Source: an optimization exercise on an open RTL-to-GDS flow (aim: small area and a short achievable clock period). Production flows keep margins and buffers that such runs may drop.
Only simulation tests tie the RTL to the original design; equivalence was not proved.
No activity file was given, so power comes from the tool's default toggle rates.

==> flow/design.v <==
module top_mips (
    input wire clk,
    input wire reset,
    output wire [31:0] imem_addr,
    input wire [31:0] imem_rdata,
    output wire [31:0] dmem_addr,
    output wire [31:0] dmem_wdata,
    output wire dmem_we,
    input wire [31:0] dmem_rdata,
    output wire [31:0] aluresout,
    output wire [31:0] shift_resultout,
    output wire [31:0] GP_DATA_INout
);
    reg [31:0] PC;        
    reg [31:0] PC4_r;     
    reg [25:0] ir_r;      
    reg [31:0] B_r;       
    reg [31:0] p_r;       
    reg [31:0] g3_r;      
    reg [31:0] t3_r;      
    reg        cin_r;     
    reg [31:0] lgc_r;     
    reg [31:0] shift_r;   
    reg        issum_r;   
    reg        isslt_r;   
    reg        gsum_r;    
    reg        galu_r;    
    reg        gsh_r;     
    reg        gpc_r;     
    reg        glw_r;     
    reg        jr_r, jmp_r, br1_r, rt0_r, beq_r, bne_r, blez_r, bgtz_r;
    reg        aneg_r;    
    reg        azero_r;   
    reg [4:0]  wa_r;      
    reg        we_r;      
    reg [31:0] data_out;  
    reg [31:0] regs [1:31];
    reg [31:1] valid;
    wire [31:0] sum;
    wire        cout;
    Adder_Tail tail (.p(p_r), .g3(g3_r), .t3(t3_r), .ci(cin_r), .s(sum), .co(cout));
    wire [31:0] lgc_s = {lgc_r[31:1], lgc_r[0] | (isslt_r & ~cout)};
    wire [31:0] alu = ({32{issum_r}} & sum) | lgc_s;
    wire [31:0] pc4 = PC4_r;
    wire [31:0] gp, gp_w;
    GP_Sel gp_out (.sum(sum), .lgc(lgc_s), .shift(shift_r), .pc4(pc4), .dout(data_out),
                   .gsum(gsum_r), .galu(galu_r), .gsh(gsh_r), .gpc(gpc_r), .glw(glw_r),
                   .q(gp));
    GP_Sel gp_reg (.sum(sum), .lgc(lgc_s), .shift(shift_r), .pc4(pc4), .dout(data_out),
                   .gsum(gsum_r), .galu(galu_r), .gsh(gsh_r), .gpc(gpc_r), .glw(glw_r),
                   .q(gp_w));
    wire [31:0] a_val = p_r ^ B_r;        
    wire ab_eq = (p_r == 32'b0);          
    wire taken = (br1_r & (rt0_r ^ aneg_r))
               | (beq_r & ab_eq)
               | (bne_r & ~ab_eq)
               | (blez_r & (aneg_r | azero_r))
               | (bgtz_r & ~aneg_r & ~azero_r);
    wire [31:0] btarget = pc4 + {{14{ir_r[15]}}, ir_r[15:0], 2'b00};
    reg [31:0] npc;
    always @(*) begin
        if (jr_r)
            npc = a_val;
        else if (jmp_r)
            npc = {pc4[31:28], ir_r, 2'b00};
        else if (taken)
            npc = btarget;
        else
            npc = pc4;
    end
    wire [31:0] ins   = imem_rdata;
    wire [5:0] op     = ins[31:26];
    wire [5:0] funct  = ins[5:0];
    wire [4:0] rs     = ins[25:21];
    wire [4:0] rt     = ins[20:16];
    wire [4:0] rd     = ins[15:11];
    wire [4:0] shamt  = ins[10:6];
    wire [15:0] imm   = ins[15:0];
    wire op_r    = (op == 6'b000000);
    wire op_lw   = (op == 6'b100011);
    wire op_sw   = (op == 6'b101011);
    wire op_addi = (op == 6'b001000);
    wire op_andi = (op == 6'b001100);
    wire op_ori  = (op == 6'b001101);
    wire op_j    = (op == 6'b000010);
    wire op_jal  = (op == 6'b000011);
    wire f_sub  = (funct == 6'b100010);
    wire f_and  = (funct == 6'b100100);
    wire f_or   = (funct == 6'b100101);
    wire f_xor  = (funct == 6'b100110);
    wire f_nor  = (funct == 6'b100111);
    wire f_slt  = (funct == 6'b101010) | (funct == 6'b101011);
    wire f_sll  = (funct == 6'b000000);
    wire f_srl  = (funct == 6'b000010);
    wire f_jr   = (funct == 6'b001000);
    wire f_jalr = (funct == 6'b001001);
    wire alu_and = (op_r & f_and) | op_andi;
    wire alu_or  = (op_r & f_or) | op_ori;
    wire alu_xor = op_r & f_xor;
    wire alu_nor = op_r & f_nor & ~reset;
    wire alu_slt = op_r & f_slt;
    wire alu_sum = ~(alu_and | alu_or | alu_xor | alu_nor | alu_slt);
    wire zext   = op_andi | op_ori;
    wire alusrc = (op_lw | op_sw | op_addi | zext) & ~reset;
    wire inv    = op_r & (f_sub | f_slt) & ~reset;
    wire srl      = op_r & f_srl;
    wire gp_shift = op_r & (f_sll | f_srl);
    wire gp_pc    = op_jal | (op_r & f_jalr);
    wire gp_alu   = ~(op_lw | gp_pc | gp_shift);
    wire gp_we    = (op_r & ~f_jr) | op_lw | op_addi | op_andi | op_ori | op_jal;
    wire [4:0] cad = gp_pc ? 5'd31 : op_r ? rd : rt;
    wire [32*31-1:0] regsf;
    genvar gi;
    generate
        for (gi = 1; gi < 32; gi = gi + 1) begin : rf
            assign regsf[32*(gi-1) +: 32] = regs[gi];
        end
    endgenerate
    wire [31:0] rA, rB;
    Reg_Read rda (.a(rs), .valid(valid), .regsf(regsf), .q(rA));
    Reg_Read rdb (.a(rt), .valid(valid), .regsf(regsf), .q(rB));
    wire [31:0] ext = zext ? {16'b0, imm} : {{16{imm[15]}}, imm};
    wire [31:0] opb = alusrc ? ext : rB;
    wire [31:0] x   = inv ? ~opb : opb;
    wire [31:0] p, g3, t3;
    Adder_Head head (.a(rA), .b(x), .ci(inv), .p(p), .g3(g3), .t3(t3));
    wire [31:0] lgc = ({32{alu_and}} & (rA & opb))
                    | ({32{alu_or}}  & (rA | opb))
                    | ({32{alu_xor}} & (rA ^ opb))
                    | ({32{alu_nor}} & ~(rA | opb));
    function [31:0] rev32(input [31:0] v);
        integer q;
        for (q = 0; q < 32; q = q + 1)
            rev32[q] = v[31-q];
    endfunction
    wire [31:0] sh_in  = srl ? rev32(rB) : rB;
    wire [31:0] sh_out = sh_in << shamt;
    wire [31:0] shift  = srl ? rev32(sh_out) : sh_out;
    always @(posedge clk or posedge reset) begin
        if (reset) begin
            PC      <= 32'd0;
            PC4_r   <= 32'd4;
            cin_r   <= 1'b0;
            issum_r <= 1'b0;
            isslt_r <= 1'b0;
            gsum_r  <= 1'b0;
            galu_r  <= 1'b0;
            gsh_r   <= 1'b0;
            gpc_r   <= 1'b0;
            glw_r   <= 1'b0;
            jr_r    <= 1'b0;
            jmp_r   <= 1'b0;
            br1_r   <= 1'b0;
            rt0_r   <= 1'b0;
            beq_r   <= 1'b0;
            bne_r   <= 1'b0;
            blez_r  <= 1'b0;
            bgtz_r  <= 1'b0;
            aneg_r  <= 1'b0;
            azero_r <= 1'b0;
            wa_r    <= 5'b0;
            we_r    <= 1'b0;
        end else begin
            PC      <= npc;
            PC4_r   <= npc + 32'd4;
            cin_r   <= inv;
            issum_r <= alu_sum;
            isslt_r <= alu_slt;
            gsum_r  <= alu_sum & gp_alu;
            galu_r  <= gp_alu;
            gsh_r   <= gp_shift;
            gpc_r   <= gp_pc;
            glw_r   <= op_lw;
            jr_r    <= op_r & (f_jr | f_jalr);
            jmp_r   <= op_j | op_jal;
            br1_r   <= (op == 6'b000001);
            rt0_r   <= rt[0];
            beq_r   <= (op == 6'b000100);
            bne_r   <= (op == 6'b000101);
            blez_r  <= (op == 6'b000110);
            bgtz_r  <= (op == 6'b000111);
            aneg_r  <= rA[31];
            azero_r <= (rA == 32'b0);
            wa_r    <= gp_we ? cad : 5'b0;
            we_r    <= op_sw;
        end
    end
    always @(posedge clk) begin
        ir_r    <= ins[25:0];
        B_r     <= rB;
        p_r     <= p;
        g3_r    <= g3;
        t3_r    <= t3;
        lgc_r   <= lgc;
        shift_r <= shift;
    end
    always @(posedge clk) begin
        if (!we_r)
            data_out <= dmem_rdata;
    end
    always @(posedge clk or posedge reset) begin
        if (reset)
            valid <= 31'b0;
        else if (wa_r != 5'd0)
            valid[wa_r] <= 1'b1;
    end
    always @(posedge clk) begin
        if (wa_r != 5'd0)
            regs[wa_r] <= gp_w;
    end
    assign imem_addr       = PC;
    assign dmem_addr       = alu;
    assign aluresout       = alu;
    assign dmem_wdata      = B_r;
    assign dmem_we         = we_r;
    assign shift_resultout = shift_r;
    assign GP_DATA_INout   = gp;
endmodule
module Reg_Read (
    input wire [4:0] a,
    input wire [31:1] valid,
    input wire [32*31-1:0] regsf,
    output reg [31:0] q
);
    wire [32*32-1:0] rf = {regsf, 32'b0};
    wire [31:0] v = {valid, 1'b0};
    reg [7:0] lo;
    reg [3:0] hi;
    reg [31:0] grp;
    integer h, l;
    always @(*) begin
        for (l = 0; l < 8; l = l + 1)
            lo[l] = (a[2:0] == l);
        for (h = 0; h < 4; h = h + 1)
            hi[h] = (a[4:3] == h);
        q = 32'b0;
        for (h = 0; h < 4; h = h + 1) begin
            grp = 32'b0;
            for (l = 0; l < 8; l = l + 1)
                grp = grp | ({32{lo[l] & v[8*h+l]}} & rf[32*(8*h+l) +: 32]);
            q = q | ({32{hi[h]}} & grp);
        end
    end
endmodule
module Adder_Head (
    input wire [31:0] a,
    input wire [31:0] b,
    input wire ci,
    output wire [31:0] p,
    output wire [31:0] g3,
    output wire [31:0] t3
);
    assign p = a ^ b;
    wire [31:0] g0 = (a & b) | {31'b0, p[0] & ci};
    wire [31:0] g1 = g0 | (p & {g0[30:0], 1'b0});
    wire [31:0] t1 = p & {p[30:0], 1'b1};
    wire [31:0] g2 = g1 | (t1 & {g1[29:0], 2'b0});
    wire [31:0] t2 = t1 & {t1[29:0], 2'b11};
    assign g3 = g2 | (t2 & {g2[27:0], 4'b0});
    assign t3 = t2 & {t2[27:0], 4'hf};
endmodule
module Adder_Tail (
    input wire [31:0] p,
    input wire [31:0] g3,
    input wire [31:0] t3,
    input wire ci,
    output wire [31:0] s,
    output wire co
);
    wire [31:0] g4 = g3 | (t3 & {g3[23:0], 8'b0});
    wire [31:0] t4 = t3 & {t3[23:0], 8'hff};
    wire [31:0] g5 = g4 | (t4 & {g4[15:0], 16'b0});
    assign s  = p ^ {g5[30:0], ci};
    assign co = g5[31];
endmodule
module GP_Sel (
    input wire [31:0] sum,
    input wire [31:0] lgc,
    input wire [31:0] shift,
    input wire [31:0] pc4,
    input wire [31:0] dout,
    input wire gsum,
    input wire galu,
    input wire gsh,
    input wire gpc,
    input wire glw,
    output wire [31:0] q
);
    assign q = ({32{gsum}} & sum) | ({32{galu}} & lgc) | ({32{gsh}} & shift) |
               ({32{gpc}} & pc4) | ({32{glw}} & dout);
endmodule
export LEC_CHECK = 0
export ABC_CLOCK_PERIOD_IN_PS = 4000
export CAP_MARGIN = 20
export CORE_MARGIN = 2
export CORE_UTILIZATION = 50
export SETUP_SLACK_MARGIN = 5
export SLEW_MARGIN = 20
export SYNTH_HIERARCHICAL = 1
export SYNTH_MINIMUM_KEEP_SIZE = 0
export TNS_END_PERCENT = 0
create_clock -name core_clock -period 10.0 [get_ports {clk}]
standard.sh (not shown) runs the stock make flow with config.mk's settings and CLKGATE_MAP_FILE= SYNTH_SCRIPT=/design/flow/synth_recipe.tcl, a recipe that flattens the netlist after the stock synthesis.
==> flow/flow/run.sh <==
#!/bin/bash
set -euo pipefail
bash standard.sh synth > synth.log 2>&1
bash standard.sh SETUP_SLACK_MARGIN=6.5 \
    "BUFFER_PORTS_ARGS=-buffer_cell sky130_fd_sc_hd__buf_2" \
    finish > layout.log 2>&1
test -s out/final.def
==> next run, changes <==
--- a/flow/design.v
+++ b/flow/design.v
@@ -16,8 +16,8 @@
     reg [25:0] ir_r;      
     reg [31:0] B_r;       
     reg [31:0] p_r;       
-    reg [31:0] g3_r;      
-    reg [31:0] t3_r;      
+    reg [31:0] g2_r;      
+    reg [31:0] t2_r;      
     reg        cin_r;     
     reg [31:0] lgc_r;     
     reg [31:0] shift_r;   
@@ -38,7 +38,7 @@
     reg [31:1] valid;
     wire [31:0] sum;
     wire        cout;
-    Adder_Tail tail (.p(p_r), .g3(g3_r), .t3(t3_r), .ci(cin_r), .s(sum), .co(cout));
+    Adder_Tail tail (.p(p_r), .g2(g2_r), .t2(t2_r), .ci(cin_r), .s(sum), .co(cout));
     wire [31:0] lgc_s = {lgc_r[31:1], lgc_r[0] | (isslt_r & ~cout)};
     wire [31:0] alu = ({32{issum_r}} & sum) | lgc_s;
     wire [31:0] pc4 = PC4_r;
@@ -122,8 +122,8 @@
     wire [31:0] ext = zext ? {16'b0, imm} : {{16{imm[15]}}, imm};
     wire [31:0] opb = alusrc ? ext : rB;
     wire [31:0] x   = inv ? ~opb : opb;
-    wire [31:0] p, g3, t3;
-    Adder_Head head (.a(rA), .b(x), .ci(inv), .p(p), .g3(g3), .t3(t3));
+    wire [31:0] p, g2, t2;
+    Adder_Head head (.a(rA), .b(x), .ci(inv), .p(p), .g2(g2), .t2(t2));
     wire [31:0] lgc = ({32{alu_and}} & (rA & opb))
                     | ({32{alu_or}}  & (rA | opb))
                     | ({32{alu_xor}} & (rA ^ opb))
@@ -189,8 +189,8 @@
         ir_r    <= ins[25:0];
         B_r     <= rB;
         p_r     <= p;
-        g3_r    <= g3;
-        t3_r    <= t3;
+        g2_r    <= g2;
+        t2_r    <= t2;
         lgc_r   <= lgc;
         shift_r <= shift;
     end
@@ -247,26 +247,26 @@
     input wire [31:0] b,
     input wire ci,
     output wire [31:0] p,
-    output wire [31:0] g3,
-    output wire [31:0] t3
+    output wire [31:0] g2,
+    output wire [31:0] t2
 );
     assign p = a ^ b;
     wire [31:0] g0 = (a & b) | {31'b0, p[0] & ci};
     wire [31:0] g1 = g0 | (p & {g0[30:0], 1'b0});
     wire [31:0] t1 = p & {p[30:0], 1'b1};
-    wire [31:0] g2 = g1 | (t1 & {g1[29:0], 2'b0});
-    wire [31:0] t2 = t1 & {t1[29:0], 2'b11};
-    assign g3 = g2 | (t2 & {g2[27:0], 4'b0});
-    assign t3 = t2 & {t2[27:0], 4'hf};
+    assign g2 = g1 | (t1 & {g1[29:0], 2'b0});
+    assign t2 = t1 & {t1[29:0], 2'b11};
 endmodule
 module Adder_Tail (
     input wire [31:0] p,
-    input wire [31:0] g3,
-    input wire [31:0] t3,
+    input wire [31:0] g2,
+    input wire [31:0] t2,
     input wire ci,
     output wire [31:0] s,
     output wire co
 );
+    wire [31:0] g3 = g2 | (t2 & {g2[27:0], 4'b0});
+    wire [31:0] t3 = t2 & {t2[27:0], 4'hf};
     wire [31:0] g4 = g3 | (t3 & {g3[23:0], 8'b0});
     wire [31:0] t4 = t3 & {t3[23:0], 8'hff};
     wire [31:0] g5 = g4 | (t4 & {g4[15:0], 16'b0});
After rerunning:
- utilization hardly moves
- routed wire length decreases by 3.6%
- synthesized cell count hardly moves
- synthesized area stays the same
- sequential power decreases by about 0.7%
- maximum frequency increases by 3.8%
- cell area barely changes
- critical path depth stays the same
- via count decreases by 1.1%

## separate check: timing with driven ports
The results above use ideal ports. As a check the final layouts listed here were re-extracted and re-timed, cells and wires unchanged. Step 1 assumes that a clkbuf_16 drives the clock port and a buf_2 every other input. Step 2, shift: input delay + t, output delay - t, t = (earliest + latest rising clock arrival at the registers) / 2. This alone moves slack from input paths to output paths. a / b / c = ideal ports / drivers / drivers and shift; a / b = the first two.
| run | t, ns | slack for setup (ns) | latest minus earliest clock arrival (ns) | worst data-port slew with drivers (ns) |
|---|---|---|---|---|
| the first run | 0.859 | 5.010 / 5.051 / 4.192 | 0.027 / 0.028 | 0.16 |
| the second run | 0.880 | 5.192 / 5.238 / 4.359 | 0.056 / 0.056 | 0.07 |
After both steps every run listed still meets setup and hold. The setup slack of the second run, which loses most, moves by +0.046 ns with the drivers and by -0.833 ns with both steps.
